From an optimization exercise on the open Yosys and OpenROAD flow, aimed at small area; shortcuts taken in it are not production practice.
Only simulation tests tie the RTL to the original design; equivalence was not proved.

==> flow/design.v (outline; a module is shown in full before it is edited, if it fits) <==
// module conv: 11220 lines
// module FA: 4 lines
// module BE: 5 lines
// module BE0: 3 lines
// module OR: 3 lines
// module XR: 3 lines
// module XN: 3 lines
// module HA: 4 lines
module conv (
	input clk,
	input reset,
	input [215:0] kernel,
	input [383:0] inpData,
	output reg [95:0] outData,
	output reg finalCompute
);
  // ...
==> flow/flow/run.sh <==
#!/bin/bash
# Own layout flow: the standard flow (standard.sh) with two settings changed:
# - buffer_ports puts the smallest buffer cell (sky130_fd_sc_hd__buf_1) on every input and
#   output port instead of the one the resizer picks (clkdlybuf4s50_1); every port still gets
#   its own buffer, and repair_design sizes them up where a load needs it.
# - clock tree synthesis runs without dummy loads (the inverters it adds to balance leaf
#   loads), which only lengthen the leaf nets' slews, with buffers at least every 100 um.
set -euo pipefail
cd "$(dirname "$0")/.."
cat >> config.mk <<'CFG'

export BUFFER_PORTS_ARGS = -buffer_cell sky130_fd_sc_hd__buf_1
export CTS_ARGS = -sink_clustering_enable -repair_clock_nets -dont_use_dummy_load -distance_between_buffers 100
CFG
bash standard.sh > standard_flow.log 2>&1
==> flow/standard.sh <==
#!/bin/bash
# synth_recipe.tcl (not shown) runs the flow's synth.tcl, then flattens the netlist and writes it again
# the make line also repeats each setting of config.mk as NAME=value (left out here)
make -C /OpenROAD-flow-scripts/flow DESIGN_CONFIG=/design/flow/config.mk WORK_HOME=/design/flow/orfs CLKGATE_MAP_FILE= SYNTH_SCRIPT=/design/flow/synth_recipe.tcl "${@:-finish}"
==> flow/config.mk <==
export PLATFORM = sky130hd
export DESIGN_NAME = conv
export DESIGN_NICKNAME = conv
export VERILOG_FILES = /design/flow/design.v
export SDC_FILE = /design/flow/constraint.sdc
export NUM_CORES = 8
export LEC_CHECK = 0
export CAP_MARGIN = 20
export CORE_MARGIN = 2
export CORE_UTILIZATION = 42
export CTS_CLUSTER_DIAMETER = 50
export CTS_CLUSTER_SIZE = 8
export SLEW_MARGIN = 30
export SYNTH_HIERARCHICAL = 1

export BUFFER_PORTS_ARGS = -buffer_cell sky130_fd_sc_hd__buf_1
export CTS_ARGS = -sink_clustering_enable -repair_clock_nets -dont_use_dummy_load -distance_between_buffers 100
==> flow/constraint.sdc <==
create_clock -name core_clock -period 25.0 [get_ports {clk}]
set_input_delay 5.0000 -clock core_clock [delete_from_list [all_inputs] [get_ports {clk}]]
set_output_delay 5.0000 -clock core_clock [all_outputs]
set_load 0.01 [all_outputs]
==> metrics.md, run 1 <==
| Metric | Value |
|---|---|
| Register area share after synthesis | 0.02225 |
| Endpoint class of the critical path | flip-flop |
| DR WL/cell | 51.80 um |
| Hold path depth | 1 |
| GRT Max-Usage Layer | met2 |
| Tcrit/Tclk final | 0.9171 |
| Top cell category | multi-input gates |
| Tap cells | approximately 4600 |
| Finished Core Util | 0.4585 |
| DIE AREA | 351700 sq um |
| Reg-to-reg slack, setup | 23.24 ns |
| Max incr delay on CP | 0.75 ns |
| Starting density of the core | 0.4216 |
| CTS sink cnt | roughly 160 |
| Synth top area cells | fa_1, xor2_1, a22oi_1 |
| Status | finished clean |
| Fmax | between 0.04 and 0.05 GHz |
| Met1 wire length | 316900 um |
| Post-route design area | 158500 sq um |
| Sequential standard cell area | 3244 sq um |
| Area Growth Syn to Fin | 8.749% |
| Synthesized area | 145700 sq um |
| Hold Buf Count CTS | 0 |
| RSZ-0062 raised after global routing | no |
| Total gr overflow | 0 |
| CLK BUF | 31 |
| Met3 Usage GRT | 0.3372 |
| Post-synth top area share | 0.5463 |
| TritonRoute pass-1 iters | 9 |
| Yosys cell types | 18 |
| Mux cell area share after synthesis | 0 |
| Largest net degree at the start of global routing | 77 |
| Layout cells sized above 1 | 0.07640 |
| Worst r2r path cells | 2 |
==> inputs of run 2 (changes only) <==
--- a/flow/config.mk
+++ b/flow/config.mk
@@ -7,7 +7,7 @@
 export LEC_CHECK = 0
 export CAP_MARGIN = 20
 export CORE_MARGIN = 2
-export CORE_UTILIZATION = 42
+export CORE_UTILIZATION = 35
 export CTS_CLUSTER_DIAMETER = 50
 export CTS_CLUSTER_SIZE = 8
 export SLEW_MARGIN = 30
==> run 2 against run 1 <==
  * Area after synthesis unchanged
  * Utilization is 7.2 points lower
  * Worst hold slack got worse by 0.018 ns
  * Synthesized cell count stayed put
  * First-iteration DRC count decreased by 8.3%
  * Critical path depth unchanged
  * Via count decreased by 1.2%
  * Sequential share of layout area hardly changed
  * Critical endpoint is now res_n[79]
  * Largest cell class unchanged
==> metrics.md, run 2 <==
| Metric | Value |
|---|---|
| Count leader, synth | fa_1 (unchanged) |
| Htree depth | 4 (unchanged) |
| Area Growth Syn to Fin | 9.884% (was 8.749%) |
| GR Util met2 | 0.5846 (was 0.6430) |
| Wirelength, routed | 972200 um (was 926400 um) |
| FP Rows | 236 (was 216) |
| First-pass GRT wire length | 1245000 um (was 1192000 um) |
| Synth top area cells | fa_1, xor2_1, a22oi_1 (unchanged) |
| Die W | 649.3 um (was 593.1 um) |
| CTS Buffer Depth | 4 (was 5) |
| Clock Latency Late Sink | 0.65 ns (was 0.75 ns) |
| Final nets | 18080 (was 18010) |
| Yosys cell types | 18 (unchanged) |
| Remaining antenna violation count after routing | 0 (unchanged) |
| Arrival time worst endpoint | 23.52 ns (was 23.56 ns) |
| Startpoint types | primary input (unchanged) |
| Worst r2r path cells | 2 (unchanged) |
| Post-synthesis register bit count | 162 (unchanged) |
| Endpoint class of the critical path | flip-flop (unchanged) |
| CTS Root Cell | clkbuf_16 (unchanged) |
| Layout cells sized above 1 | 0.08164 (was 0.07640) |
| R2R Path Start | valid_r (unchanged) |
| Worst EP required | 25.55 ns (was 25.63 ns) |
| Hold WC Path Type | reg2reg (unchanged) |
| Cells after Synth | 12470 (unchanged) |
| Synthesized area | 145700 sq um (unchanged) |
| Final setup violation count | 0 (unchanged) |
| GRT Max-Usage Layer | met2 (unchanged) |
| Max Cap Viol | 0 (unchanged) |
| Met3 Usage GRT | 0.2043 (was 0.3372) |
| Final hold slack | 0.3612 ns (was 0.3787 ns) |
| Hold path depth | 1 (unchanged) |
| Register area share after synthesis | 0.02225 (unchanged) |
| Mapped Avg Cell Area | 11.68 sq um (unchanged) |
| Async set-reset flop share out of synthesis | 0 (unchanged) |
| Tightest Pin Transition | 1.233 ns (was 1.256 ns) |
| Post-synth top area share | 0.5463 (unchanged) |
| Placed Cells | 18740 (was 17770) |
| CTS tree | yes (unchanged) |
| Hold Buf Count CTS | 0 (unchanged) |
| Critical path launch point | kernel[24] (was kernel[72]) |
| Post-route design area | 160100 sq um (was 158500 sq um) |
| Post-DR vias/cell | 6.581 (was 7.027) |
| Starting density of the core | 0.3520 (was 0.4216) |
| RSZ-0062 raised after global routing | no (unchanged) |
| Final Hold Viols | 0 (unchanged) |
| Gr usage total | 0.4529 (was 0.5221) |
| GPL Wtd Cong | 1.170 (was 1.212) |
| Commonest register cell after synthesis | dfxtp_1 (unchanged) |
| Post-synth EDFFs | 0 (unchanged) |
| # Post-CTS Setup Buffers | 0 (unchanged) |
| Via count | 124200 (was 125700) |
| Non-filler cells, final | 18880 (was 17890) |
| Most frequent CP cell | fa_1 (unchanged) |
| Finished Core Util | 0.3868 (was 0.4585) |
| Dpl cell area | 159200 sq um (was 157400 sq um) |
| Fin. max-slew vios | 0 (unchanged) |
| GR Layer Usage met1 | 0.5633 (was 0.6156) |
| CP Class | in2reg (unchanged) |
| Detailed-route DRC error count | 0 (unchanged) |
| Fmax | 0.04354 GHz (was 0.04362 GHz) |
| Synth cell count leaders | fa_1, a22oi_1, xor2_1, clkbuf_1, inv_1 (unchanged) |
| Largest net degree at the start of global routing | 50 (was 77) |
| Dpl ws | 1.700 ns (was 1.712 ns) |
| Boundary Pins | 699 (unchanged) |
| Initial antenna violation count | 114 (unchanged) |
| Vias in the first global route | 124900 (was 125600) |
| Max incr delay on CP | 0.71 ns (was 0.75 ns) |
| Die Y | 649.3 um (was 593.1 um) |
| Hold_sp | res_n[64] (was res_n[46]) |
| Max-slew headroom | 0.1782 (was 0.1613) |
| TritonRoute pass-1 iters | 9 (unchanged) |
| Critical Path Slowest Stage Cell | nor2_1 (was fa_1) |
| Top flop regs | outData (80), res_n (80) (unchanged) |
| Drt initial violations | 22000 (was 24000) |
| Crit Path Max Fanout | 21 (was 22) |
| Setup TNS | 0 ns (unchanged) |
| Tcrit/Tclk final | 0.9187 (was 0.9171) |
| DIE AREA | 421600 sq um (was 351700 sq um) |
| Total CTS buffers | 23 (was 31) |
| Post-detail-place hpwl | 826700 um (was 789600 um) |
| Most common cell after layout, fill and taps aside | fa_1 (unchanged) |
| Tmin final | 22.97 ns (was 22.93 ns) |
| Port bufs | 698 (unchanged) |
| YS warnings | 7 (unchanged) |
| Status | finished clean (unchanged) |
| Clock transition at path regs | 0.10 ns (about the same) |
| CTS sink cnt | 162 (unchanged) |
| Post-route setup slack | 2.033 ns (was 2.073 ns) |
| DR WL/cell | 51.51 um (was 51.80 um) |
| Post-CTS sizing | 0 (unchanged) |
| Worst Skew | 0.06746 ns (was 0.06653 ns) |
| Total gr overflow | 0 (unchanged) |
| Core area | 414000 sq um (was 345700 sq um) |
| Commonest non-fill, non-tap cells in the layout | fa_1, a22oi_1, xor2_1, buf_4, buf_1 (unchanged) |
| Area leader, netlist | fa_1 (unchanged) |
## run 2: cell counts after synthesis
No cell type changed its count.
## run 2: cell type report
| type | instances | area [sq um] |
|---|---|---|
| sequential | 162 | 3247 |
| antenna | 111 | 277.8 |
| inverter | 459 | 1723 |
| multi-input combinational | 11200 | 139200 |
| timing repair buffer | 1444 | 8283 |
| fill | 40740 | 253900 |
| clock buffer | 23 | 575.6 |
| tap | 5474 | 6849 |
## run 2: logic make-up (layout without fill, tap and decap cells)
group / count (synthesis) / after routing / share of synthesized area
buffers and inverters: 1140 / 1926 / 0.03022
other: 1 / 143 / 0.00002573
adder cells (fa/ha/maj): 4189 / 4189 / 0.5645
AND/OR/NAND/NOR: 532 / 532 / 0.02322
flip-flops: 162 / 162 / 0.02225
XOR/XNOR: 3209 / 3209 / 0.1929
AO/OA/AOI/OAI: 3240 / 3240 / 0.1669
## run 2: metal layers
| layer | up-vias | wire length (um) |
|---|---|---|
| met1 | 65770 | 354000 |
| met5 | - | 373 |
| li1 | 44700 | - |
| met4 | 34 | 106400 |
| met2 | 11340 | 366200 |
| met3 | 2385 | 145300 |
## run 2: worst paths after layout
check / end / slack [ns]
worst max-delay path: res_n[79] / 2.03
worst min register to register: outData[76] / 0.36
worst min-delay path: outData[76] / 0.36
worst max register to register: outData[57] / 22.38
## run 2: modules after synthesis, one instance, submodules excluded
module	copies in the design	cells inside	flip-flops and latches	cell area (sq um)
BE0	36	1	0	13.76
XN	167	1	0	8.758
XR	2916	1	0	8.758
OR	163	1	0	6.256
HA	86	1	0	12.51
FA	3977	1	0	20.02
BE	126	4	0	31.28
conv	1	4624	162	32580
## run 2: critical path: cells and delay by family
family	cells	cell delay (ns)
buffers and inverters	2	0.71
XOR/XNOR	2	0.52
adder cells (fa/ha/maj)	36	16.38
AO/OA/AOI/OAI	1	0.16
AND/OR/NAND/NOR	1	0.71

==> afterwards: timing with drivers on the ports <==
In the flow no input, the clock included, has a driving cell. The finished layouts below were timed again as built, in two steps.
Step 1 sets driving cells, clkbuf_16 on the clock port and buf_2 on the other inputs (assumed; they add their load-dependent delay and slew).
Step 2, shift: input delay + t, output delay - t, t = (earliest + latest rising clock arrival at the registers) / 2. This alone moves slack from input paths to output paths.
Three values: ideal ports, drivers, drivers and shift; two values: the first two.
run | t, ns | setup slack, ns | clock arrival spread, ns | worst data-port slew with drivers (ns)
run 1 | 0.803 | 2.073 / 2.107 / 1.304 | 0.068 / 0.067 | 0.38
run 2 | 0.694 | 2.033 / 2.082 / 1.388 | 0.089 / 0.090 | 0.41
After both steps every run listed still meets setup and hold. The setup slack of run 1, which loses most, moves by +0.034 ns with the drivers and by -0.769 ns with both steps.
